What follows belongs to an exercise in optimizing a design on an open flow for small area and a short achievable clock period; a production flow would make more cautious choices.
Where RTL was checked, it was by simulation tests only, not by an equivalence proof against the original.
No functional check of the RTL was part of run 3.

**flow/run.sh**
```bash
#!/bin/bash
# synth_recipe.tcl (not shown) runs the flow's synth.tcl, then flattens the netlist and writes it again
# the make line also repeats each setting of config.mk as NAME=value (left out here)
make -C /OpenROAD-flow-scripts/flow DESIGN_CONFIG=/design/flow/config.mk WORK_HOME=/design/flow/orfs CLKGATE_MAP_FILE= SYNTH_SCRIPT=/design/flow/synth_recipe.tcl finish
```
**flow/config.mk**
```make
export PLATFORM = sky130hd
export DESIGN_NAME = cpu
export DESIGN_NICKNAME = cpu
export VERILOG_FILES = /design/flow/design.v
export SDC_FILE = /design/flow/constraint.sdc
export NUM_CORES = 8
export LEC_CHECK = 0
export CAP_MARGIN = 35
export CORE_MARGIN = 2
export CORE_UTILIZATION = 40
export SLEW_MARGIN = 35
```
**flow/constraint.sdc**
```tcl
create_clock -name core_clock -period 76.0 [get_ports {clk}]
set_input_delay 15.2000 -clock core_clock [delete_from_list [all_inputs] [get_ports {clk}]]
set_output_delay 15.2000 -clock core_clock [all_outputs]
set_load 0.01 [all_outputs]
```
**flow/design.v**
```verilog
module Banco_reg(
    input  wire        Clk,
    input  wire        Reset,
    input  wire        RegWrite,
    input  wire [4:0]  ReadReg,
    input  wire [4:0]  WriteReg,
    input  wire [31:0] WriteData,
    output wire [31:0] ReadData
);
    wire [1023:0] q;
    reg  [31:0]   valid;
    genvar i;
    generate
        for (i = 0; i < 32; i = i + 1) begin : g_r
            reg [31:0] r;
            always @(posedge Clk)
                if (RegWrite && WriteReg == i) r <= WriteData;
            assign q[32*i +: 32] = r;
        end
    endgenerate
    always @(posedge Clk or posedge Reset) begin
        if (Reset) valid <= 32'd0;
        else if (RegWrite) valid[WriteReg] <= 1'b1;
    end
    assign ReadData = valid[ReadReg] ? q[32*ReadReg +: 32] : 32'd0;
endmodule
module Brancher(
    input  wire [1:0]  BranchOP,
    input  wire [15:0] adress,
    input  wire [31:0] ALU_out,
    input  wire        GT,
    input  wire        LT,
    input  wire        ET,
    output wire [31:0] Brancher_out
);
    reg RESULT;
    always @(*) begin
        case (BranchOP)
            2'b00: RESULT = ET;
            2'b01: RESULT = ~ET;
            2'b10: RESULT = GT;
            default: RESULT = LT | ET;
        endcase
    end
    wire [31:0] saida = {14'd0, adress, 2'b00} + ALU_out;
    assign Brancher_out = RESULT ? saida : ALU_out;
endmodule
module UC(
    input  wire clk,
    input  wire reset,
    input  wire [5:0] Opcode,
    input  wire [5:0] Funct,
    input  wire bzero,
    input  wire overflow,
    output wire st_decode2,
    output reg  c_a_ld,
    output reg  c_a_clr,
    output reg  c_b_clr,
    output reg  c_pcw,
    output reg  [2:0] c_pcs,
    output reg  c_mw,
    output reg  c_irw,
    output reg  c_rw,
    output reg  c_sa,
    output reg  [1:0] c_sb,
    output reg  [1:0] c_op,
    output reg  c_aow,
    output reg  c_epcw,
    output reg  [1:0] c_bop,
    output wire [2:0] n_iord,
    output wire [1:0] n_ea,
    output wire [2:0] n_m2r,
    output wire [1:0] n_rdst,
    output wire n_rw
);
    reg  [67:0] st;
    wire [67:0] nx;
    wire dec_none = ~((Opcode == 6'h00 && Funct == 6'h20) | (Opcode == 6'h00 && Funct == 6'h24) | (Opcode == 6'h00 && Funct == 6'h1a) | (Opcode == 6'h00 && Funct == 6'h18) | (Opcode == 6'h00 && Funct == 6'h08) | (Opcode == 6'h00 && Funct == 6'h10) | (Opcode == 6'h00 && Funct == 6'h12) | (Opcode == 6'h00 && Funct == 6'h00) | (Opcode == 6'h00 && Funct == 6'h04) | (Opcode == 6'h00 && Funct == 6'h2a) | (Opcode == 6'h00 && Funct == 6'h03) | (Opcode == 6'h00 && Funct == 6'h07) | (Opcode == 6'h00 && Funct == 6'h02) | (Opcode == 6'h00 && Funct == 6'h22) | (Opcode == 6'h00 && Funct == 6'h0d) | (Opcode == 6'h00 && Funct == 6'h13) | (Opcode == 6'h00 && Funct == 6'h05) | (Opcode == 6'h08) | (Opcode == 6'h09) | (Opcode == 6'h04) | (Opcode == 6'h05) | (Opcode == 6'h06) | (Opcode == 6'h07) | (Opcode == 6'h01) | (Opcode == 6'h0a) | (Opcode == 6'h0f) | (Opcode == 6'h28) | (Opcode == 6'h29) | (Opcode == 6'h2b) | (Opcode == 6'h20) | (Opcode == 6'h21) | (Opcode == 6'h23) | (Opcode == 6'h02) | (Opcode == 6'h03));
    assign nx[0] = st[58] | st[66];  
    assign nx[1] = st[0];  
    assign nx[2] = st[1];  
    assign nx[3] = st[2];  
    assign nx[4] = st[3] | (st[4] & dec_none);  
    assign nx[5] = (st[4] & ((Opcode == 6'h00 && Funct == 6'h20)));  
    assign nx[6] = (st[4] & ((Opcode == 6'h00 && Funct == 6'h22)));  
    assign nx[7] = (st[4] & ((Opcode == 6'h00 && Funct == 6'h24)));  
    assign nx[8] = (st[5] & ~overflow) | (st[6] & ~overflow) | st[7];  
    assign nx[9] = (st[4] & ((Opcode == 6'h00 && Funct == 6'h18)));  
    assign nx[10] = st[9];  
    assign nx[11] = (st[4] & ((Opcode == 6'h00 && Funct == 6'h1a)));  
    assign nx[12] = st[11];  
    assign nx[13] = (st[4] & ((Opcode == 6'h00 && Funct == 6'h10)));  
    assign nx[14] = (st[4] & ((Opcode == 6'h00 && Funct == 6'h12)));  
    assign nx[15] = (st[4] & ((Opcode == 6'h00 && Funct == 6'h00) | (Opcode == 6'h00 && Funct == 6'h03) | (Opcode == 6'h00 && Funct == 6'h02)));  
    assign nx[16] = (st[4] & ((Opcode == 6'h00 && Funct == 6'h04) | (Opcode == 6'h00 && Funct == 6'h07))) | st[15];  
    assign nx[17] = st[16];  
    assign nx[18] = (st[4] & ((Opcode == 6'h00 && Funct == 6'h08)));  
    assign nx[19] = (st[4] & ((Opcode == 6'h00 && Funct == 6'h2a)));  
    assign nx[20] = st[19];  
    assign nx[21] = (st[4] & ((Opcode == 6'h00 && Funct == 6'h0d)));  
    assign nx[22] = st[21];  
    assign nx[23] = (st[4] & ((Opcode == 6'h00 && Funct == 6'h13)));  
    assign nx[24] = (st[4] & ((Opcode == 6'h00 && Funct == 6'h05)));  
    assign nx[25] = st[24];  
    assign nx[26] = st[25];  
    assign nx[27] = st[26];  
    assign nx[28] = st[27];  
    assign nx[29] = st[28];  
    assign nx[30] = st[29];  
    assign nx[31] = st[30];  
    assign nx[32] = st[31];  
    assign nx[33] = st[32];  
    assign nx[34] = (st[4] & ((Opcode == 6'h08) | (Opcode == 6'h09)));  
    assign nx[35] = (st[34] & (Opcode == 6'h08));  
    assign nx[36] = (st[34] & (Opcode != 6'h08));  
    assign nx[37] = (st[4] & ((Opcode == 6'h04) | (Opcode == 6'h05) | (Opcode == 6'h06) | (Opcode == 6'h07)));  
    assign nx[38] = (st[37] & (Opcode[1:0] == 2'd0));  
    assign nx[39] = (st[37] & (Opcode[1:0] == 2'd1));  
    assign nx[40] = (st[37] & (Opcode[1:0] == 2'd3));  
    assign nx[41] = (st[37] & (Opcode[1:0] == 2'd2));  
    assign nx[42] = (st[4] & ((Opcode == 6'h20) | (Opcode == 6'h21) | (Opcode == 6'h23)));  
    assign nx[43] = st[42];  
    assign nx[44] = (st[4] & ((Opcode == 6'h28) | (Opcode == 6'h29) | (Opcode == 6'h2b)));  
    assign nx[45] = st[44];  
    assign nx[46] = (st[4] & ((Opcode == 6'h0f)));  
    assign nx[47] = st[46];  
    assign nx[48] = st[67];  
    assign nx[49] = st[48];  
    assign nx[50] = (st[4] & ((Opcode == 6'h0a)));  
    assign nx[51] = st[50];  
    assign nx[52] = (st[4] & ((Opcode == 6'h01)));  
    assign nx[53] = st[52];  
    assign nx[54] = st[53];  
    assign nx[55] = (st[4] & ((Opcode == 6'h02))) | st[57];  
    assign nx[56] = (st[4] & ((Opcode == 6'h03)));  
    assign nx[57] = st[56];  
    assign nx[58] = st[8] | st[10] | (st[12] & ~bzero) | st[13] | st[14] | st[17] | st[18] | st[20] | st[22] | st[23] | st[33] | (st[35] & ~overflow) | st[36] | st[38] | st[39] | st[40] | st[41] | st[43] | st[45] | st[49] | st[51] | st[54] | st[55];  
    assign nx[59] = (st[5] & overflow) | (st[6] & overflow) | (st[35] & overflow);  
    assign nx[60] = st[59];  
    assign nx[61] = st[60];  
    assign nx[62] = (st[12] & bzero);  
    assign nx[63] = st[62];  
    assign nx[64] = st[63];  
    assign nx[65] = st[61] | st[64];  
    assign nx[66] = st[65];  
    assign nx[67] = st[47];  
    assign st_decode2 = st[4];
    assign n_iord[0] = st[43] | st[45] | st[59] | st[60] | st[61] | st[62] | st[63] | st[64];
    assign n_iord[1] = st[28] | st[29] | st[30] | st[59] | st[60] | st[61] | st[62] | st[63] | st[64];
    assign n_iord[2] = st[24] | st[25] | st[26];
    assign n_ea[0] = st[62] | st[63] | st[64];
    assign n_ea[1] = st[59] | st[60] | st[61] | st[62] | st[63] | st[64];
    assign n_m2r[0] = st[8] | st[14] | st[33] | st[35] | st[36] | st[49] | st[57];
    assign n_m2r[1] = st[8] | st[20] | st[33] | st[35] | st[36] | st[51] | st[57];
    assign n_m2r[2] = st[13] | st[14];
    assign n_rdst[0] = st[8] | st[13] | st[14] | st[17] | st[20] | st[33] | st[57];
    assign n_rdst[1] = st[57];
    assign n_rw = st[8] | st[13] | st[14] | st[17] | st[20] | st[33] | st[35] | st[36] | st[43] | st[49] | st[51] | st[54] | st[57];
    always @(posedge clk) begin
        if (reset) begin
            st <= 68'd1;
            c_a_ld <= 1'd0;
            c_a_clr <= 1'd0;
            c_b_clr <= 1'd0;
            c_pcw <= 1'd0;
            c_pcs <= 3'd0;
            c_mw <= 1'd0;
            c_irw <= 1'd0;
            c_rw <= 1'd0;
            c_sa <= 1'd0;
            c_sb <= 2'd0;
            c_op <= 2'd0;
            c_aow <= 1'd0;
            c_epcw <= 1'd0;
            c_bop <= 2'd0;
        end else begin
            st <= nx;
            c_a_ld <= st[3] | st[4];
            c_a_clr <= st[27] | st[65];
            c_b_clr <= st[31];
            c_pcw <= st[2] | st[18] | st[22] | st[23] | st[38] | st[39] | st[40] | st[41] | st[53] | st[55] | st[66];
            c_pcs[0] <= st[38] | st[39] | st[40] | st[41] | st[53];
            c_pcs[1] <= st[55];
            c_pcs[2] <= st[23] | st[38] | st[39] | st[40] | st[41];
            c_mw <= st[26] | st[28] | st[29] | st[30] | st[43] | st[45] | st[53] | st[59] | st[60] | st[61] | st[62] | st[63] | st[64];
            c_irw <= st[2];
            c_rw <= st[8] | st[13] | st[14] | st[17] | st[20] | st[33] | st[35] | st[36] | st[43] | st[49] | st[51] | st[54] | st[57];
            c_sa <= st[5] | st[6] | st[7] | st[18] | st[34] | st[52];
            c_sb[0] <= st[2] | st[34];
            c_sb[1] <= st[34];
            c_op[0] <= st[2] | st[5] | st[7] | st[34];
            c_op[1] <= st[6] | st[7] | st[59] | st[60] | st[61] | st[62] | st[63] | st[64];
            c_aow <= st[3] | st[4] | st[5] | st[6] | st[7] | st[33] | st[34] | st[43] | st[45] | st[52] | st[57];
            c_epcw <= st[59] | st[60] | st[61] | st[62] | st[63] | st[64];
            c_bop[0] <= st[39] | st[41];
            c_bop[1] <= st[40] | st[41];
        end
    end
endmodule
module div(
    input  wire [31:0] r,
    input  wire [31:0] n,
    input  wire [31:0] d,
    output wire [31:0] r_out,
    output wire [31:0] n_out
);
    wire [31:0] rr [0:4];
    wire [31:0] nn [0:4];
    assign rr[0] = r;
    assign nn[0] = n;
    genvar k;
    generate
        for (k = 0; k < 4; k = k + 1) begin : g_s
            wire [32:0] t  = {rr[k], nn[k][31]};
            wire [33:0] df = {1'b0, t} - {2'b0, d};
            wire        ge = ~df[33];
            assign rr[k+1] = ge ? df[31:0] : t[31:0];
            assign nn[k+1] = {nn[k][30:0], ge};
        end
    endgenerate
    assign r_out = rr[4];
    assign n_out = nn[4];
endmodule
module div0(
    input  wire [31:0] n,
    input  wire [31:0] d,
    output wire [3:0]  r_out,
    output wire [31:0] n_out
);
    wire [3:0] rr [0:4];
    assign rr[0] = 4'd0;
    genvar k;
    generate
        for (k = 0; k < 4; k = k + 1) begin : g_s
            wire [k:0]   t;
            if (k == 0) begin : g_t0
                assign t = n[31];
            end else begin : g_t
                assign t = {rr[k][k-1:0], n[31-k]};
            end
            wire         hz = ~|d[31:k+1];
            wire [k+1:0] df = {1'b0, t} - {1'b0, d[k:0]};
            wire         ge = hz & ~df[k+1];
            assign rr[k+1] = ge ? df[k:0] : t;
            assign n_out[3-k] = ge;
        end
    endgenerate
    assign r_out = rr[4];
    assign n_out[31:4] = n[27:0];
endmodule
module mult(
    input  wire [31:0] a,       
    input  wire [4:0]  b5,      
    input  wire [31:0] hin,     
    input  wire [31:0] lin,     
    output wire [31:0] hout,
    output wire [31:0] lout
);
    wire [32:0] inv_a = {~a[31], ~a} + 33'd1;
    reg  [32:0] pp [0:1];
    reg  [35:0] x;
    integer j;
    always @(*) begin
        x = {{4{hin[31]}}, hin};
        for (j = 0; j < 2; j = j + 1) begin
            case (b5[2*j +: 3])
                3'b001, 3'b010: pp[j] = {a[31], a};
                3'b011:         pp[j] = {a, 1'b0};
                3'b100:         pp[j] = {inv_a[31:0], 1'b0};
                3'b101, 3'b110: pp[j] = inv_a;
                default:        pp[j] = 33'd0;
            endcase
            x = x + ({{3{pp[j][32]}}, pp[j]} << (2*j));
        end
    end
    assign hout = x[35:4];
    assign lout = {x[3:0], lin[31:4]};
endmodule
module ula32(
    input  wire [1:0]  op,
    input  wire [31:0] A,
    input  wire [31:0] B,
    output wire [31:0] S,
    output wire [31:0] soma,
    output wire        Overflow,
    output wire        Igual,
    output wire        Maior,
    output wire        Menor
);
    wire [31:0] nb  = (op == 2'd1) ? B : ~B;
    wire        cin = (op == 2'd2);
    wire [32:0] sum = {1'b0, A} + {1'b0, nb} + {32'd0, cin};
    assign soma = sum[31:0];
    assign Overflow = sum[32] ^ A[31] ^ nb[31] ^ sum[31];
    assign S = (op == 2'd0) ? A : (op == 2'd3) ? (A & B) : soma;
    assign Igual = (soma == 32'd0) & ~Overflow;
    assign Maior = ((~soma[31] & ~Overflow) | (Overflow & ~A[31])) & ~Igual;
    assign Menor = (soma[31] & ~Overflow) | (Overflow & A[31]);
endmodule
module cpu(
    input  wire        clk,
    input  wire        reset,
    output wire [31:0] mem_addr,
    output wire        mem_wr,
    output wire [31:0] mem_wdata,
    input  wire [31:0] mem_rdata,
    output wire        reg_we,
    output wire [4:0]  reg_waddr,
    output wire [31:0] reg_wdata
);
    reg [31:0] PC, EPC, HI, LO;             
    reg [31:0] IR, A, B, ALUOut;            
    wire [5:0]  op_f  = IR[31:26];
    wire [4:0]  rs    = IR[25:21];
    wire [4:0]  rt    = IR[20:16];
    wire [15:0] imm   = IR[15:0];
    wire c_a_ld, c_a_clr, c_b_clr, c_pcw, c_mw, c_irw, c_rw, c_sa, c_aow, c_epcw;
    wire [2:0] c_pcs;
    wire [1:0] c_sb, c_op, c_bop;
    wire [2:0] n_iord, n_m2r;
    wire [1:0] n_ea, n_rdst;
    wire n_rw;
    wire st_decode2;
    wire overflow;
    UC UC_(
        .clk(clk), .reset(reset), .Opcode(op_f), .Funct(IR[5:0]),
        .bzero(B == 32'd0), .overflow(overflow), .st_decode2(st_decode2),
        .c_a_ld(c_a_ld), .c_a_clr(c_a_clr), .c_b_clr(c_b_clr),
        .c_pcw(c_pcw), .c_pcs(c_pcs), .c_mw(c_mw), .c_irw(c_irw), .c_rw(c_rw),
        .c_sa(c_sa), .c_sb(c_sb), .c_op(c_op), .c_aow(c_aow), .c_epcw(c_epcw), .c_bop(c_bop),
        .n_iord(n_iord), .n_ea(n_ea), .n_m2r(n_m2r), .n_rdst(n_rdst), .n_rw(n_rw)
    );
    reg  [4:0]  waddr;               
    reg  [31:0] wdata;               
    reg         we_o;                
    wire [31:0] rd;
    Banco_reg BANCO_REG_(
        .Clk(clk), .Reset(reset), .RegWrite(c_rw),
        .ReadReg(st_decode2 ? rt : rs), .WriteReg(waddr), .WriteData(wdata),
        .ReadData(rd)
    );
    wire [31:0] ain = c_sa ? A : PC;
    reg  [31:0] bin;
    always @(*) begin
        case (c_sb)
            2'd0: bin = B;
            2'd1: bin = 32'd4;
            2'd2: bin = 32'd0;
            default: bin = {{16{imm[15]}}, imm};
        endcase
    end
    wire [31:0] alu_res, soma;
    wire igual, maior, menor;
    ula32 ULA_(
        .op(c_op), .A(ain), .B(bin), .S(alu_res), .soma(soma),
        .Overflow(overflow), .Igual(igual), .Maior(maior), .Menor(menor)
    );
    wire [31:0] br_out;
    Brancher BRANCHER_(
        .BranchOP(c_bop), .adress(imm), .ALU_out(ALUOut),
        .GT(maior), .LT(menor), .ET(igual), .Brancher_out(br_out)
    );
    reg [31:0] pc_in;
    always @(*) begin
        case (c_pcs)
            3'd0: pc_in = alu_res;
            3'd1: pc_in = ALUOut;
            3'd2: pc_in = {PC[31:28], rt, rs, imm, 2'b00};
            3'd3: pc_in = 32'b00000100110001001011010010110100;
            3'd4, 3'd6: pc_in = EPC;
            default: pc_in = br_out;
        endcase
    end
    wire md_go = st_decode2 && (op_f == 6'd0) &&
                 ((IR[5:0] == 6'h18) || (IR[5:0] == 6'h1a));
    reg  [2:0] md_step;         
    reg        md_on;
    reg        md_div;
    always @(posedge clk) begin
        if (reset) begin
            md_on <= 1'b0;
        end else if (md_go) begin
            md_on <= 1'b1;
        end else if (md_step == 3'd7) begin
            md_on <= 1'b0;
        end
    end
    always @(posedge clk) begin
        md_step <= md_go ? 3'd0 : md_step + 3'd1;
        if (md_go) md_div <= IR[1];
    end
    wire md_first = (md_step == 3'd0);
    reg         bm1;
    wire [31:0] m_a  = md_first ? rd : A;
    wire [4:0]  m_b5 = md_first ? {B[3:0], 1'b0} : {LO[3:0], bm1};
    wire [31:0] m_h  = md_first ? 32'd0 : HI;
    wire [31:0] m_l  = md_first ? B : LO;
    always @(posedge clk) bm1 <= m_b5[4];
    wire [31:0] m_hi, m_lo;
    mult MULT_(.a(m_a), .b5(m_b5), .hin(m_h), .lin(m_l), .hout(m_hi), .lout(m_lo));
    wire [3:0]  d0_r;
    wire [31:0] d0_n, d1_r, d1_n;
    div0 DIV0_(.n(rd), .d(B), .r_out(d0_r), .n_out(d0_n));
    div  DIV_ (.r(LO), .n(HI), .d(B), .r_out(d1_r), .n_out(d1_n));
    always @(posedge clk or posedge reset) begin
        if (reset) begin
            HI <= 32'd0;
            LO <= 32'd0;
        end else if (md_on) begin
            if (md_div) begin
                HI <= md_first ? d0_n : d1_n;
                LO <= md_first ? {28'd0, d0_r} : d1_r;
            end else begin
                HI <= m_hi; LO <= m_lo;
            end
        end
    end
    wire [31:0] pc_nx  = c_pcw ? pc_in : PC;
    wire [31:0] alu_nx = c_aow ? alu_res : ALUOut;
    wire        a_rf   = c_a_ld && !st_decode2;      
    wire        b_rf   = c_a_ld && st_decode2;       
    wire [31:0] a_nx   = a_rf ? rd : c_a_clr ? 32'd0 : A;
    wire [31:0] b_nx   = b_rf ? rd : c_b_clr ? 32'd0 : B;
    always @(posedge clk or posedge reset) begin
        if (reset) begin
            PC <= 32'd0; EPC <= 32'd0;
        end else begin
            PC <= pc_nx;
            if (c_epcw) EPC <= alu_res;
        end
    end
    always @(posedge clk) begin
        if (c_irw) IR <= mem_rdata;
        A <= a_nx;
        B <= b_nx;
        ALUOut <= alu_nx;
    end
    reg [31:0] addr;
    always @(posedge clk) begin
        case (n_iord)
            3'd0: addr <= pc_nx;
            3'd1: addr <= alu_nx;
            3'd2: addr <= b_nx;
            3'd3: addr <= {24'd0, 6'b111111, n_ea};
            default: addr <= a_nx;
        endcase
        case (n_rdst)
            2'd0: waddr <= rt;
            2'd1: waddr <= IR[15:11];
            2'd2: waddr <= 5'd29;
            default: waddr <= 5'd31;
        endcase
        case (n_m2r)
            3'd1: wdata <= {imm, 16'b0};
            3'd2: wdata <= {32{menor}};
            3'd3: wdata <= alu_nx;
            3'd4: wdata <= HI;
            3'd5: wdata <= LO;
            default: wdata <= 32'd0;
        endcase
        we_o <= n_rw;
    end
    assign mem_addr  = addr;
    assign mem_wr    = c_mw;
    assign mem_wdata = B;
    assign reg_we    = we_o;
    assign reg_waddr = waddr;
    assign reg_wdata = wdata;
endmodule
```
==> out/qor.yml, run 1 <==
r2r-end: "LO[22]"
maxSlewHeadroom_pct: 24.01
worstRegToRegCells: 55
synthMuxAreaShare_pct: 5.654
overflow: 0
crit_chain: "clkdlybuf4s50_1"
criticalPathCategory: "flip-flop to primary output"
synth-compound-area-share_pct: 20.37
area_growth_pct: 11.94
synth_top_area_share_pct: 37.80
synth_simple_gate_area_share_pct: 14.18
yosysUniqueCellTypes: 120
htreeDepth: 4
synth_top_family_by_area: "compound AO/OA/AOI/OAI gates"
synth_cells: 8331
port-buffer-count: 136
final_layout_size_suffix_gt1_share_pct: 10.58
drt.antenna.violating_nets: 0
cp_data_arrival_time_ns: 2.33
drv_cap: 0
insertion_delay_ns: 0.85
synth_adder_area_share_pct: 4.175
drc: 0
grt_antenna_before_repair: 32
slew_violations: 0
coreArea_sq_mm: 0.2092
dp_slack_ns: 58.06
synthArstFlopShare_pct: 10.86
synth.largest_area_cell: "edfxtp_1"
tightest_slew_ns: 1.140
vias: 71692
grt_pass1_vias: 66243
mostFrequentLayoutCells: "nand2_1, edfxtp_1, a21oi_1, nor2_1, o21ai_0"
r2r-start: "B[1]"
syn_area_per_cell_sq_um: 10.08
r2r_setup_slack_ns: 60.09
crit_family: "buffers and inverters"
fin_ws_ns: 58.47
worstHoldStart: "UC_.st[0]"
max_freq_mhz: 57.03
crit_required_ns: 60.80
nNetsFinal: 8609
dp_hpwl_um: 220100
hold_class: "flip-flop to flip-flop"
post-route-period-util_pct: 23.07
holdWs_ns: 0.4096
dr.pass1.iters: 8
final_common_cell: "nand2_1"
fin_crit_ns: 17.53
dp.cells: 10942
setup_violations: 0
min_path_cells: 1
design_area_sq_mm: 0.09400
die_x_um: 462.2
grt_max_degree: 200
synth-xor-area-share_pct: 2.970
ys_ff_latch: 1473
cts_made_buffers: 161
fin_cells: 11261
clock_sinks: 1473
wl_per_cell_um: 29.82
crit_path_end_kind: "primary output"
status: "timing/DRC/antenna clean"
synth_edf_count: 1057
synth_warnings: 8
die_h_um: 462.2
drt-total-wl_um: 335800
hold_buffers: 0
rsz0062_at_grt: "no"
syn-num-nets: 8638
syn_area_sq_mm: 0.08397
final_hold_viol_count: 0
clockBufferDepth: 3
globalRouteTotalUtil_pct: 30.61
critical_path.max_fanout: 33
cts.clk_slew.worst_paths_ns: 0.06
cts_setup_buffers: 0
ioPinCount: 137
setup_tns_ns: 0
netlist_top_cells_area: "edfxtp_1, dfxtp_1, a21oi_1"
cpMaxStageDelayCell: "clkdlybuf4s50_1"
root_buffer: "clkbuf_16"
dpl_cell_area_sq_mm: 0.08859
critPathLaunch: "wdata[19]"
place.gp.congestion: 1.007
worstSetupStartpointType: "flip-flop"
synthFlopType: "edfxtp_1"
synth-seq-area-share_pct: 48.67
cts_tree: "built"
vias_per_cell: 6.366
initial_utilization_pct: 40.15
skew_ns: 0.04566
max_stage_delay_ns: 0.80
utilization_pct: 44.95
critPathBufInv: 1
rows: 168
cts_resized: 0
fp.dieArea_sq_mm: 0.2136
grt_pass1_wl_um: 475800
holdPathEnd: "UC_.st[1]"
dr.first_iter.drc_count: 9915
[Yosys cell counts (69+ instances only)]
| cell | count |
|---|---|
| mux2i_1 | 85 |
| o21a_1 | 84 |
| xor2_1 | 75 |
| nand3_1 | 295 |
| buf_2 | 122 |
| nor2b_1 | 101 |
| and2_1 | 75 |
| a21oi_1 | 832 |
| dfrtp_1 | 160 |
| mux2_2 | 92 |
| a31oi_1 | 79 |
| a21o_1 | 182 |
| nor3_1 | 101 |
| nand2_1 | 1096 |
| dfxtp_1 | 256 |
| xnor2_1 | 206 |
| mux4_2 | 114 |
| nor2_1 | 592 |
| inv_1 | 184 |
| o221ai_1 | 87 |
| clkbuf_1 | 301 |
| a211oi_1 | 219 |
| o21ai_0 | 472 |
| ha_1 | 261 |
| edfxtp_1 | 1057 |
| buf_1 | 69 |
[cell type report]
cell class | instances | area [sq um]
clock buffers | 235 | 4606
clock inverters | 63 | 688.2
inverters | 191 | 730.7
flip-flops and latches | 1473 | 40900
repair buffers | 368 | 3236
diodes | 19 | 47.55
fillers | 19364 | 115100
multi-input cells | 6107 | 40290
well taps | 2805 | 3510
[kinds of logic (layout without fill, tap and decap cells)]
logic type,Yosys count,count (layout)
AOI/OAI and AO/OA,2630,2630
xor gates and xnor gates,283,283
adders and majority gates,273,273
buffers and inverters,751,857
DFF,1473,1473
muxes,305,305
other,0,19
and+or+nand+nor,2616,2616
[state kept, by name, summed over array words and instances, names as in the netlist, 2 cells and up]
name	cells
BANCO_REG_.g_r.r	1024
UC_.st	68
ALUOut	32
A	32
BANCO_REG_.valid	32
B	32
EPC	32
HI	32
IR	32
LO	32
PC	32
addr	32
wdata	32
waddr	5
UC_.c_pcs	3
md_step	3
UC_.c_bop	2
UC_.c_op	2
UC_.c_sb	2
[worst max-delay path by stage]
stage	to	cells past startpoint	slack [ns]
final	reg_wdata[19]	1	58.47
after global placement	LO[0]	5	58.14
after CTS	reg_wdata[31]	1	58.08
after floorplan	UC_.st[16]	4	55.34
after detailed placement	LO[1]	5	58.06
after global routing	reg_wdata[19]	1	58.41
[layer usage]
metal | vias up | track usage (%) | part of all wire, %
met2 | 4199 | 46.13 | 44
met1 | 35310 | 40.14 | 39
met5 | - | 0 | 0.049
li1 | 31199 | - | -
met4 | 26 | 17.55 | 6.5
met3 | 958 | 7.398 | 11
==> run 2, diff against run 1 <==
--- a/flow/config.mk
+++ b/flow/config.mk
@@ -5,6 +5,7 @@
 export SDC_FILE = /design/flow/constraint.sdc
 export NUM_CORES = 8
 export LEC_CHECK = 0
+export ABC_AREA = 1
 export CAP_MARGIN = 35
 export CORE_MARGIN = 2
 export CORE_UTILIZATION = 40
==> run 2 against run 1 <==
Net effect:
- via count is 0.52% lower
- still clean on timing, DRC and antenna
- design area fell by 4.0%
- routed wire length shrank 2.8%
- clock skew increased by 0.013 ns
- global-route usage rose by 0.45 points
- worst setup slack better by 0.040 ns
- critical path type unchanged
- sequential share of layout area up 1.8 points
- core utilization rose by 0.19 points
- synthesized area shrank 4.1%
==> out/qor.yml, run 2 <==
yosys-top-cells-count: "nand2_1, nand3_1, edfxtp_1"
netlist_top_cells_area: "edfxtp_1, nand2_1, nand3_1"
synth.largest_area_cell: "edfxtp_1"
drt.antenna.violating_nets: 0
cts_resized: 0
top_regs: "BANCO_REG_.g_r.r (1024), UC_.st (68)"
setup_tns_ns: 0
area_growth_pct: 12.02
holdWs_ns: 0.4005
vias_per_cell: 5.875
grt_max_degree: 182
critical_path.max_fanout: 33
dp.cells: 11831
syn_area_sq_mm: 0.08052
cpMaxStageDelayCell: "clkdlybuf4s50_1"
setup_violations: 0
design_area_sq_mm: 0.09020
dr.first_iter.drc_count: 9572
cts.clk_slew.worst_paths_ns: 0.06
place.gp.congestion: 1.046
synth_warnings: 8
regMostFlops: "BANCO_REG_.g_r.r"
drv_cap: 0
synth_edf_count: 1057
fillCellCount: 19355
drt-total-wl_um: 326500
fp.dieArea_sq_mm: 0.2049
die_h_um: 452.7
rsz0062_at_grt: "no"
dr.pass1.iters: 6
crit_chain: "clkdlybuf4s50_1"
synthMostInstantiatedCell: "nand2_1"
hold_buffers: 0
die_x_um: 452.7
vias: 71317
hold_class: "flip-flop to flip-flop"
status: "timing/DRC/antenna clean"
ys_ff_latch: 1473
ff_latch_area_sq_mm: 0.04088
worstRegToRegCells: 63
max_freq_mhz: 57.16
path_depth: 1
syn-num-nets: 9601
clock_sinks: 1473
yosysUniqueCellTypes: 72
multi_input_area_sq_mm: 0.03480
slew_violations: 0
ioPinCount: 137
cp_data_arrival_time_ns: 2.29
maxSlewHeadroom_pct: 22.67
worstSetupStartpointType: "flip-flop"
fin_crit_ns: 17.49
crit_family: "buffers and inverters"
cts_setup_buffers: 0
drc: 0
synthArstFlopShare_pct: 10.86
final_hold_viol_count: 0
overflow: 0
criticalPathCategory: "flip-flop to primary output"
mostFrequentLayoutCells: "nand2_1, nand3_1, edfxtp_1, inv_1, nor2_1"
synthFlopType: "edfxtp_1"
final_layout_size_suffix_gt1_share_pct: 6.811
min_path_cells: 2
cts_tree: "built"
cts_made_buffers: 157
port-buffer-count: 136
largest_reg_flops: 1024
max_stage_delay_ns: 0.76
grt_pass1_wl_um: 464700
clockBufferDepth: 3
critPathBufInv: 1
crit_path_end_kind: "primary output"
dp_hpwl_um: 219600
coreArea_sq_mm: 0.1999
dpl_cell_area_sq_mm: 0.08471
grt_antenna_before_repair: 25
fin_cells: 12140
post-route-period-util_pct: 23.02
globalRouteTotalUtil_pct: 31.06
rows: 164
root_buffer: "clkbuf_16"
insertion_delay_ns: 0.84
skew_ns: 0.05882
synth-seq-area-share_pct: 50.75
synth_top_area_share_pct: 39.42
final_common_cell: "nand2_1"
grt_pass1_vias: 66007
tightest_slew_ns: 1.148
wl_per_cell_um: 26.89
htreeDepth: 4
syn_area_per_cell_sq_um: 8.664
synth_cells: 9294
nNetsFinal: 9645
initial_utilization_pct: 40.29
crit_required_ns: 60.80
run 2: cell types whose count changed after synthesis, sizes merged, moves of 127 or more:
cell,previous run,this run
clkbuf,301,174
a21o,182,17
xnor2,206,76
nand3,299,1111
a211oi,221,5
inv,187,778
nand2,1099,2571
a21oi,837,501
run 2: metal layers:
layer  global-route usage, %  vias to the layer above  part of all wire [%]  wire length [um]
li1                        -                    32132                     -                 -
met1                   42.20                    34514                    41            133300
met2                   46.84                     3882                    43            141800
met3                   6.099                      765                   9.8             31990
met4                   16.21                       24                   5.9             19200
met5                       0                        -                 0.051               168
run 2: area by class of cell:
cell class                 instances  area share, %
multi-input combinational       6605          38.58
clock inverter                    74         0.9224
clock buffer                     217          4.994
antenna                           14        0.03884
timing repair buffer             316          3.172
sequential                      1473          45.32
inverter                         785          3.282
tap                             2656          3.684
run 2: through the flow:
step	util (%)	setup WS, ns
floorplan	-	55.40
global placement	42.35	58.56
detailed placement	42.38	58.51
CTS	45.05	58.05
global route	45.12	58.41
finish	45.13	58.51
run 2: worst paths after layout:
check                           endpoint  startpoint  slack (ns)
setup / recovery           reg_wdata[21]   wdata[21]       58.51
hold / removal                UC_.st[45]  UC_.st[44]        0.40
setup reg to reg                  LO[17]      HI[31]       63.12
hold reg to reg               UC_.st[45]  UC_.st[44]        0.40
max in group asynchronous         HI[29]       reset       59.83
min in group asynchronous         PC[21]       reset       14.90
run 2: worst reg2reg max path: cells and delay by family, from the launching register on:
family | cells | cell delay (ns)
DFF | 1 | 0.46
buffers and inverters | 11 | 1.68
AOI/OAI and AO/OA | 17 | 4.65
and+or+nand+nor | 29 | 4.11
adders and majority gates | 5 | 1.73
xor gates and xnor gates | 1 | 0.17
run 2: cells by family (layout without fill, tap and decap cells):
kind of cell	count (synthesis)	in the layout	synth area share (%)
AOI/OAI and AO/OA	1583	1583	11.95
muxes	1	1	0.01243
and+or+nand+nor	4512	4512	23.85
xor gates and xnor gates	236	236	2.595
buffers and inverters	1216	1392	6.487
adders and majority gates	273	273	4.354
other	0	14	0
DFF	1473	1473	50.75
==> run 3, diff against run 2 <==
--- a/flow/design.v
+++ b/flow/design.v
@@ -2,27 +2,37 @@
     input  wire        Clk,
     input  wire        Reset,
     input  wire        RegWrite,
-    input  wire [4:0]  ReadReg,
+    input  wire [4:0]  ReadRegNext,    
     input  wire [4:0]  WriteReg,
     input  wire [31:0] WriteData,
     output wire [31:0] ReadData
 );
     wire [1023:0] q;
     reg  [31:0]   valid;
+    reg  [31:0]   sel;
+    wire [31:0]   wsel = RegWrite ? (32'd1 << WriteReg) : 32'd0;
+    wire [31:0]   valid_nx = valid | wsel;
     genvar i;
     generate
         for (i = 0; i < 32; i = i + 1) begin : g_r
             reg [31:0] r;
             always @(posedge Clk)
-                if (RegWrite && WriteReg == i) r <= WriteData;
+                if (wsel[i]) r <= WriteData;
             assign q[32*i +: 32] = r;
         end
     endgenerate
     always @(posedge Clk or posedge Reset) begin
         if (Reset) valid <= 32'd0;
-        else if (RegWrite) valid[WriteReg] <= 1'b1;
+        else valid <= valid_nx;
     end
-    assign ReadData = valid[ReadReg] ? q[32*ReadReg +: 32] : 32'd0;
+    always @(posedge Clk) sel <= (32'd1 << ReadRegNext) & valid_nx;
+    reg [31:0] acc;
+    integer j;
+    always @(*) begin
+        acc = 32'd0;
+        for (j = 0; j < 32; j = j + 1) acc = acc | ({32{sel[j]}} & q[32*j +: 32]);
+    end
+    assign ReadData = acc;
 endmodule
 module Brancher(
     input  wire [1:0]  BranchOP,
@@ -42,7 +52,17 @@
             default: RESULT = LT | ET;
         endcase
     end
-    wire [31:0] saida = {14'd0, adress, 2'b00} + ALU_out;
+    wire [31:0] off = {14'd0, adress, 2'b00};
+    wire [32:0] c;
+    wire [31:0] saida;
+    assign c[0] = 1'b0;
+    genvar i;
+    generate
+        for (i = 0; i < 32; i = i + 1) begin : g_add
+            assign saida[i] = ALU_out[i] ^ off[i] ^ c[i];
+            assign c[i+1]   = (ALU_out[i] & off[i]) | (c[i] & (ALU_out[i] ^ off[i]));
+        end
+    endgenerate
     assign Brancher_out = RESULT ? saida : ALU_out;
 endmodule
 module UC(
@@ -53,14 +73,13 @@
     input  wire bzero,
     input  wire overflow,
     output wire st_decode2,
+    output wire nx_decode2,
     output reg  c_a_ld,
     output reg  c_a_clr,
     output reg  c_b_clr,
     output reg  c_pcw,
     output reg  [2:0] c_pcs,
-    output reg  c_mw,
     output reg  c_irw,
-    output reg  c_rw,
     output reg  c_sa,
     output reg  [1:0] c_sb,
     output reg  [1:0] c_op,
@@ -71,7 +90,8 @@
     output wire [1:0] n_ea,
     output wire [2:0] n_m2r,
     output wire [1:0] n_rdst,
-    output wire n_rw
+    output wire n_rw,
+    output wire n_mw
 );
     reg  [67:0] st;
     wire [67:0] nx;
@@ -145,6 +165,7 @@
     assign nx[66] = st[65];  
     assign nx[67] = st[47];  
     assign st_decode2 = st[4];
+    assign nx_decode2 = nx[4];
     assign n_iord[0] = st[43] | st[45] | st[59] | st[60] | st[61] | st[62] | st[63] | st[64];
     assign n_iord[1] = st[28] | st[29] | st[30] | st[59] | st[60] | st[61] | st[62] | st[63] | st[64];
     assign n_iord[2] = st[24] | st[25] | st[26];
@@ -156,6 +177,7 @@
     assign n_rdst[0] = st[8] | st[13] | st[14] | st[17] | st[20] | st[33] | st[57];
     assign n_rdst[1] = st[57];
     assign n_rw = st[8] | st[13] | st[14] | st[17] | st[20] | st[33] | st[35] | st[36] | st[43] | st[49] | st[51] | st[54] | st[57];
+    assign n_mw = st[26] | st[28] | st[29] | st[30] | st[43] | st[45] | st[53] | st[59] | st[60] | st[61] | st[62] | st[63] | st[64];
     always @(posedge clk) begin
         if (reset) begin
             st <= 68'd1;
@@ -164,9 +186,7 @@
             c_b_clr <= 1'd0;
             c_pcw <= 1'd0;
             c_pcs <= 3'd0;
-            c_mw <= 1'd0;
             c_irw <= 1'd0;
-            c_rw <= 1'd0;
             c_sa <= 1'd0;
             c_sb <= 2'd0;
             c_op <= 2'd0;
@@ -182,9 +202,7 @@
             c_pcs[0] <= st[38] | st[39] | st[40] | st[41] | st[53];
             c_pcs[1] <= st[55];
             c_pcs[2] <= st[23] | st[38] | st[39] | st[40] | st[41];
-            c_mw <= st[26] | st[28] | st[29] | st[30] | st[43] | st[45] | st[53] | st[59] | st[60] | st[61] | st[62] | st[63] | st[64];
             c_irw <= st[2];
-            c_rw <= st[8] | st[13] | st[14] | st[17] | st[20] | st[33] | st[35] | st[36] | st[43] | st[49] | st[51] | st[54] | st[57];
             c_sa <= st[5] | st[6] | st[7] | st[18] | st[34] | st[52];
             c_sb[0] <= st[2] | st[34];
             c_sb[1] <= st[34];
@@ -212,8 +230,9 @@
     generate
         for (k = 0; k < 4; k = k + 1) begin : g_s
             wire [32:0] t  = {rr[k], nn[k][31]};
-            wire [33:0] df = {1'b0, t} - {2'b0, d};
-            wire        ge = ~df[33];
+            wire [32:0] df;
+            wire        ge;
+            sub33 u_sub(.a(t), .b({1'b0, d}), .s(df), .nb(ge));
             assign rr[k+1] = ge ? df[31:0] : t[31:0];
             assign nn[k+1] = {nn[k][30:0], ge};
         end
@@ -248,6 +267,40 @@
     assign r_out = rr[4];
     assign n_out[31:4] = n[27:0];
 endmodule
+module sub33(
+    input  wire [32:0] a,
+    input  wire [32:0] b,
+    output wire [32:0] s,
+    output wire        nb
+);
+    wire [32:0] bb = ~b;
+    wire [32:0] p0 = a ^ bb;
+    wire [32:0] g0 = a & bb;
+    reg  [32:0] g, p;
+    integer i, l;
+    always @(*) begin
+        g = g0; p = p0;
+        g[0] = g0[0] | p0[0];           
+        for (l = 1; l < 33; l = l * 2)
+            for (i = 2*l - 1; i < 33; i = i + 2*l) begin
+                g[i] = g[i] | (p[i] & g[i-l]);
+                p[i] = p[i] & p[i-l];
+            end
+        for (l = 16; l >= 1; l = l / 2)
+            for (i = 3*l - 1; i < 33; i = i + 2*l) begin
+                g[i] = g[i] | (p[i] & g[i-l]);
+                p[i] = p[i] & p[i-l];
+            end
+    end
+    assign s[0] = ~p0[0];
+    genvar k;
+    generate
+        for (k = 1; k < 33; k = k + 1) begin : g_s
+            assign s[k] = p0[k] ^ g[k-1];
+        end
+    endgenerate
+    assign nb = g[32];
+endmodule
 module mult(
     input  wire [31:0] a,       
     input  wire [4:0]  b5,      
@@ -256,23 +309,23 @@
     output wire [31:0] hout,
     output wire [31:0] lout
 );
-    wire [32:0] inv_a = {~a[31], ~a} + 33'd1;
-    reg  [32:0] pp [0:1];
-    reg  [35:0] x;
-    integer j;
-    always @(*) begin
-        x = {{4{hin[31]}}, hin};
-        for (j = 0; j < 2; j = j + 1) begin
-            case (b5[2*j +: 3])
-                3'b001, 3'b010: pp[j] = {a[31], a};
-                3'b011:         pp[j] = {a, 1'b0};
-                3'b100:         pp[j] = {inv_a[31:0], 1'b0};
-                3'b101, 3'b110: pp[j] = inv_a;
-                default:        pp[j] = 33'd0;
-            endcase
-            x = x + ({{3{pp[j][32]}}, pp[j]} << (2*j));
+    wire [32:0] pp [0:1];
+    wire [1:0]  neg, ext;
+    wire        amin = (a == 32'h80000000);
+    genvar j;
+    generate
+        for (j = 0; j < 2; j = j + 1) begin : g_pp
+            wire [2:0]  t    = b5[2*j +: 3];
+            wire        zero = (t == 3'b000) || (t == 3'b111);
+            wire        two  = (t == 3'b011) || (t == 3'b100);
+            assign neg[j]    = t[2] && !(t[1] && t[0]);
+            wire [32:0] mag  = two ? {a, 1'b0} : {a[31], a};
+            assign pp[j]     = zero ? 33'd0 : (mag ^ {33{neg[j]}});
+            assign ext[j]    = pp[j][32] | (two & neg[j] & amin);
         end
-    end
+    endgenerate
+    wire [35:0] x = {{4{hin[31]}}, hin} + {{3{ext[0]}}, pp[0]} + {ext[1], pp[1], 2'b00}
+                  + {31'd0, neg[1], 1'b0, neg[0]};
     assign hout = x[35:4];
     assign lout = {x[3:0], lin[31:4]};
 endmodule
@@ -289,9 +342,26 @@
 );
     wire [31:0] nb  = (op == 2'd1) ? B : ~B;
     wire        cin = (op == 2'd2);
-    wire [32:0] sum = {1'b0, A} + {1'b0, nb} + {32'd0, cin};
-    assign soma = sum[31:0];
-    assign Overflow = sum[32] ^ A[31] ^ nb[31] ^ sum[31];
+    wire [31:0] p0  = A ^ nb;
+    wire [31:0] g0  = A & nb;
+    reg  [31:0] g, p;
+    integer i, l;
+    always @(*) begin
+        g = g0; p = p0;
+        g[0] = g0[0] | (p0[0] & cin);
+        for (l = 1; l < 32; l = l * 2)
+            for (i = 2*l - 1; i < 32; i = i + 2*l) begin
+                g[i] = g[i] | (p[i] & g[i-l]);
+                p[i] = p[i] & p[i-l];
+            end
+        for (l = 8; l >= 1; l = l / 2)
+            for (i = 3*l - 1; i < 32; i = i + 2*l) begin
+                g[i] = g[i] | (p[i] & g[i-l]);
+                p[i] = p[i] & p[i-l];
+            end
+    end
+    assign soma = p0 ^ {g[30:0], cin};
+    assign Overflow = g[31] ^ g[30];
     assign S = (op == 2'd0) ? A : (op == 2'd3) ? (A & B) : soma;
     assign Igual = (soma == 32'd0) & ~Overflow;
     assign Maior = ((~soma[31] & ~Overflow) | (Overflow & ~A[31])) & ~Igual;
@@ -314,30 +384,30 @@
     wire [4:0]  rs    = IR[25:21];
     wire [4:0]  rt    = IR[20:16];
     wire [15:0] imm   = IR[15:0];
-    wire c_a_ld, c_a_clr, c_b_clr, c_pcw, c_mw, c_irw, c_rw, c_sa, c_aow, c_epcw;
+    wire c_a_ld, c_a_clr, c_b_clr, c_pcw, c_irw, c_sa, c_aow, c_epcw;
     wire [2:0] c_pcs;
     wire [1:0] c_sb, c_op, c_bop;
     wire [2:0] n_iord, n_m2r;
     wire [1:0] n_ea, n_rdst;
-    wire n_rw;
-    wire st_decode2;
+    wire n_rw, n_mw;
+    wire st_decode2, nx_decode2;
     wire overflow;
     UC UC_(
         .clk(clk), .reset(reset), .Opcode(op_f), .Funct(IR[5:0]),
-        .bzero(B == 32'd0), .overflow(overflow), .st_decode2(st_decode2),
+        .bzero(B == 32'd0), .overflow(overflow), .st_decode2(st_decode2), .nx_decode2(nx_decode2),
         .c_a_ld(c_a_ld), .c_a_clr(c_a_clr), .c_b_clr(c_b_clr),
-        .c_pcw(c_pcw), .c_pcs(c_pcs), .c_mw(c_mw), .c_irw(c_irw), .c_rw(c_rw),
+        .c_pcw(c_pcw), .c_pcs(c_pcs), .c_irw(c_irw),
         .c_sa(c_sa), .c_sb(c_sb), .c_op(c_op), .c_aow(c_aow), .c_epcw(c_epcw), .c_bop(c_bop),
-        .n_iord(n_iord), .n_ea(n_ea), .n_m2r(n_m2r), .n_rdst(n_rdst), .n_rw(n_rw)
+        .n_iord(n_iord), .n_ea(n_ea), .n_m2r(n_m2r), .n_rdst(n_rdst), .n_rw(n_rw), .n_mw(n_mw)
     );
-    reg  [4:0]  waddr;               
-    reg  [31:0] wdata;               
-    reg         we_o;                
+    reg  [4:0]  waddr_nx;            
+    reg  [31:0] wdata_nx;            
     wire [31:0] rd;
+    wire [31:0] ir_nx = c_irw ? mem_rdata : IR;
     Banco_reg BANCO_REG_(
-        .Clk(clk), .Reset(reset), .RegWrite(c_rw),
-        .ReadReg(st_decode2 ? rt : rs), .WriteReg(waddr), .WriteData(wdata),
-        .ReadData(rd)
+        .Clk(clk), .Reset(reset), .RegWrite(n_rw),
+        .ReadRegNext(nx_decode2 ? ir_nx[20:16] : ir_nx[25:21]),
+        .WriteReg(waddr_nx), .WriteData(wdata_nx), .ReadData(rd)
     );
     wire [31:0] ain = c_sa ? A : PC;
     reg  [31:0] bin;
@@ -430,12 +500,30 @@
         end
     end
     always @(posedge clk) begin
-        if (c_irw) IR <= mem_rdata;
+        IR <= ir_nx;
         A <= a_nx;
         B <= b_nx;
         ALUOut <= alu_nx;
     end
-    reg [31:0] addr;
+    always @(*) begin
+        case (n_rdst)
+            2'd0: waddr_nx = rt;
+            2'd1: waddr_nx = IR[15:11];
+            2'd2: waddr_nx = 5'd29;
+            default: waddr_nx = 5'd31;
+        endcase
+        case (n_m2r)
+            3'd1: wdata_nx = {imm, 16'b0};
+            3'd2: wdata_nx = {32{menor}};
+            3'd3: wdata_nx = alu_nx;
+            3'd4: wdata_nx = HI;
+            3'd5: wdata_nx = LO;
+            default: wdata_nx = 32'd0;
+        endcase
+    end
+    reg [31:0] addr, wdata_o, wdata_b;
+    reg [4:0]  waddr_o;
+    reg        we_o, mw_o;
     always @(posedge clk) begin
         case (n_iord)
             3'd0: addr <= pc_nx;
@@ -444,26 +532,16 @@
             3'd3: addr <= {24'd0, 6'b111111, n_ea};
             default: addr <= a_nx;
         endcase
-        case (n_rdst)
-            2'd0: waddr <= rt;
-            2'd1: waddr <= IR[15:11];
-            2'd2: waddr <= 5'd29;
-            default: waddr <= 5'd31;
-        endcase
-        case (n_m2r)
-            3'd1: wdata <= {imm, 16'b0};
-            3'd2: wdata <= {32{menor}};
-            3'd3: wdata <= alu_nx;
-            3'd4: wdata <= HI;
-            3'd5: wdata <= LO;
-            default: wdata <= 32'd0;
-        endcase
-        we_o <= n_rw;
+        waddr_o <= waddr_nx;
+        wdata_o <= wdata_nx;
+        we_o    <= n_rw;
+        mw_o    <= n_mw;
+        wdata_b <= n_mw ? b_nx : 32'd0;
     end
     assign mem_addr  = addr;
-    assign mem_wr    = c_mw;
-    assign mem_wdata = B;
+    assign mem_wr    = mw_o;
+    assign mem_wdata = wdata_b;
     assign reg_we    = we_o;
-    assign reg_waddr = waddr;
-    assign reg_wdata = wdata;
+    assign reg_waddr = waddr_o;
+    assign reg_wdata = wdata_o;
 endmodule
==> flow/flow/run.sh (new file) <==
#!/bin/bash
# Layout flow: the standard layout (standard.sh, unchanged synthesis,
# floorplan, power grid, placement, CTS and routing), with two settings added
# to its config.mk:
#  - the port buffers that placement inserts on every input and output are
#    plain buffers (buf_2) rather than the resizer's default pick;
#  - the resizer's setup margin asks repair_timing to keep working on paths
#    until they would meet a shorter period (the SDC and clock are unchanged).
# Each tool's output goes to the logs below and to ORFS's own logs in orfs/logs.
set -euo pipefail
MARGIN=${SETUP_MARGIN_NS:-59}
{
  echo 'export BUFFER_PORTS_ARGS = -buffer_cell sky130_fd_sc_hd__buf_2'
  echo "export SETUP_SLACK_MARGIN = ${MARGIN}"
} >> config.mk
bash standard.sh synth > standard_synth.log 2>&1
bash standard.sh > standard_layout.log 2>&1
==> flow/standard.sh (new file) <==
#!/bin/bash
# synth_recipe.tcl (not shown) runs the flow's synth.tcl, then flattens the netlist and writes it again
# the make line also repeats each setting of config.mk as NAME=value (left out here)
make -C /OpenROAD-flow-scripts/flow DESIGN_CONFIG=/design/flow/config.mk WORK_HOME=/design/flow/orfs CLKGATE_MAP_FILE= SYNTH_SCRIPT=/design/flow/synth_recipe.tcl "${@:-finish}"
--- a/flow/config.mk
+++ b/flow/config.mk
@@ -5,8 +5,9 @@
 export SDC_FILE = /design/flow/constraint.sdc
 export NUM_CORES = 8
 export LEC_CHECK = 0
-export ABC_AREA = 1
 export CAP_MARGIN = 35
 export CORE_MARGIN = 2
 export CORE_UTILIZATION = 40
 export SLEW_MARGIN = 35
+export BUFFER_PORTS_ARGS = -buffer_cell sky130_fd_sc_hd__buf_2
+export SETUP_SLACK_MARGIN = 59
removed: flow/run.sh
==> run 3 against run 2 <==
Net effect:
- still clean
- synthesized cell count is 33% lower
- non-clock buffer count is 71 higher
- critical path depth is 7 higher
- via count is 20% lower
- flip-flop and latch count is 63 higher
- worst setup slack better by 0.82 ns
- hold slack better by 0.012 ns
- clock skew is 0.032 ns higher
==> out/qor.yml, run 3 <==
drt.antenna.violating_nets: 0
cp_data_arrival_time_ns: 17.38
synth_cells: 6237
yosysUniqueCellTypes: 88
endpoint: "UC_.st[15]"
critPathLaunch: "reset"
regMostFlops: "BANCO_REG_.g_r.r"
vias: 57189
clock_sinks: 1536
synth-seq-area-share_pct: 57.14
cts_tree: "built"
max_freq_mhz: 59.99
root_buffer: "clkbuf_16"
die_h_um: 432.8
vias_per_cell: 6.316
worstSetupStartpointType: "primary input"
worstRegToRegCells: 49
syn-num-nets: 6653
setup_violations: 0
globalRouteTotalUtil_pct: 30.73
drv_cap: 0
rows: 157
skew_ns: 0.09104
min_path_cells: 1
ys_ff_latch: 1536
synthArstFlopShare_pct: 10.42
cts_resized: 0
cts.clk_slew.worst_paths_ns: 0.06
syn_area_sq_mm: 0.07356
overflow: 0
netlist_top_cells_area: "edfxtp_1, dfxtp_1, dfrtp_1"
yosys-top-cells-count: "edfxtp_1, a22oi_1, a21oi_1"
largest_reg_flops: 1024
synth_top_area_share_pct: 42.74
criticalPathCategory: "primary input to flip-flop"
hold_class: "flip-flop to flip-flop"
dr.pass1.iters: 8
ioPinCount: 137
synth_edf_count: 1047
drc: 0
post-route-period-util_pct: 21.93
wl_per_cell_um: 32.33
final_layout_size_suffix_gt1_share_pct: 14.23
clockBufferDepth: 3
maxSlewHeadroom_pct: 31.58
grt_pass1_wl_um: 409700
status: "timing/DRC/antenna clean"
synthFlopType: "edfxtp_1"
nNetsFinal: 6864
grt_max_degree: 77
r2r-end: "LO[10]"
setup_tns_ns: 0
cts_setup_buffers: 0
r2r_setup_slack_ns: 61.58
coreArea_sq_mm: 0.1829
drt-total-wl_um: 292700
syn_area_per_cell_sq_um: 11.79
synth_warnings: 9
tightest_slew_ns: 1.026
dr.first_iter.drc_count: 7553
top_regs: "BANCO_REG_.g_r.r (1024), UC_.st (68)"
initial_utilization_pct: 40.22
crit_required_ns: 76.71
die_x_um: 432.8
synthMostInstantiatedCell: "edfxtp_1"
mostFrequentLayoutCells: "edfxtp_1, a22oi_1, a21oi_1, nor2_1, nand2_1"
htreeDepth: 4
port-buffer-count: 136
place.gp.congestion: 1.009
final_common_cell: "edfxtp_1"
dp_hpwl_um: 188500
insertion_delay_ns: 0.86
critical_path.max_fanout: 53
area_growth_pct: 14.34
fp.dieArea_sq_mm: 0.1873
fin_crit_ns: 16.67
hold_buffers: 0
grt_pass1_vias: 54244
crit_path_end_kind: "flip-flop"
rsz0062_at_grt: "no"
slew_violations: 0
r2r-start: "B[23]"
grt_antenna_before_repair: 16
synth.largest_area_cell: "edfxtp_1"
cts_made_buffers: 162
final_hold_viol_count: 0
-- run 3: stage by stage --
stage / hold slack [ns] / area [sq um] / utilization, % / cells / setup slack, ns
2_1_floorplan: 0.3899 / 73560 / - / 6237 / 57.59
3_3_place_gp: 0.3948 / 78300 / 42.82 / 8730 / 58.14
3_5_place_dp: 0.3972 / 78520 / 42.94 / 8747 / 58.41
4_1_cts: 0.4122 / 84040 / 45.95 / 9047 / 59.31
5_1_grt: 0.4573 / 84090 / 45.98 / 9048 / 59.07
6_report: 0.4124 / 84100 / 45.99 / 9054 / 59.33
-- run 3: area by class of cell --
class / count / area, sq um
fill: 16655 / 98780
sequential: 1536 / 42090
multi-input combinational: 4098 / 29840
clock buffer: 204 / 4363
tap: 2464 / 3083
timing repair buffer: 387 / 2574
clock inverter: 96 / 1155
inverter: 263 / 991.0
antenna: 6 / 15.01
-- run 3: cell families (layout without fill, tap and decap cells) --
group	after synthesis	after routing	share of synthesized area, %
compound gates	1854	1854	16.87
other cells	0	6	0
xor+xnor	178	178	2.119
simple gates	1430	1430	9.600
buf+inv	603	950	3.149
flops	1536	1536	57.14
fa+ha+maj	382	382	7.529
mux	254	254	3.596
-- run 3: worst min path at each step --
| stage | from | endpoint | slack (ns) |
|---|---|---|---|
| after global placement | UC_.st[58] | UC_.st[0] | 0.39 |
| after global routing | BANCO_REG_.valid[19] | BANCO_REG_.valid[19] | 0.46 |
| after CTS | UC_.st[58] | UC_.st[0] | 0.41 |
| after floorplan | UC_.st[58] | UC_.st[0] | 0.39 |
| after detailed placement | UC_.st[58] | UC_.st[0] | 0.40 |
| final | UC_.st[58] | UC_.st[0] | 0.41 |
-- run 3: metal layers --
metal | share of wire (%) | track usage [%]
met5 | 0.032 | 0
met4 | 6.0 | 15.73
met3 | 11 | 8.329
met2 | 45 | 48.60
met1 | 38 | 38.57
-- run 3: worst max-delay path, cell delays in order --
cell        delay (ns)
buf_2             0.09
buf_4             0.28
clkinvlp_4        0.13
buf_4             0.54
nand2_1           0.29
nor2_2            0.29
nand3_1           0.13
a2111oi_0         0.35

==> what the ideal ports hide <==
How much do the figures lean on ideal ports? The routed layouts below were timed once more, with nothing changed but the port constraints.
Step 1 (the two cells are an assumption about what drives the block):
set clk [get_ports {clk}]
set_driving_cell -lib_cell sky130_fd_sc_hd__clkbuf_16 $clk
set_driving_cell -lib_cell sky130_fd_sc_hd__buf_2 [delete_from_list [all_inputs] $clk]
Step 2 adds t to the input delays and takes it off the output delays; t is the mean of the earliest and latest rising clock arrival at the registers after step 1. Input paths then give back, and output paths get back, about the clock's delay inside the block.
Three values: ideal ports, drivers, drivers and shift; two values: the first two.
run | t, ns | setup WS [ns] | hold WS [ns] | latest minus earliest clock arrival (ns) | cell pins on the clock port's net
run 1 | 0.916 | 58.466 / 58.375 / 58.347 | 0.410 / 0.410 / 0.410 | 0.049 / 0.048 | 1
run 2 | 0.895 | 58.506 / 58.423 / 58.456 | 0.400 / 0.400 / 0.400 | 0.060 / 0.059 | 1
run 3 | 0.896 | 59.330 / 59.389 / 58.493 | 0.412 / 0.412 / 0.412 | 0.091 / 0.092 | 1
After both steps every run listed still meets setup and hold. The setup slack of run 3, which loses most, moves by +0.059 ns with the drivers and by -0.837 ns with both steps.
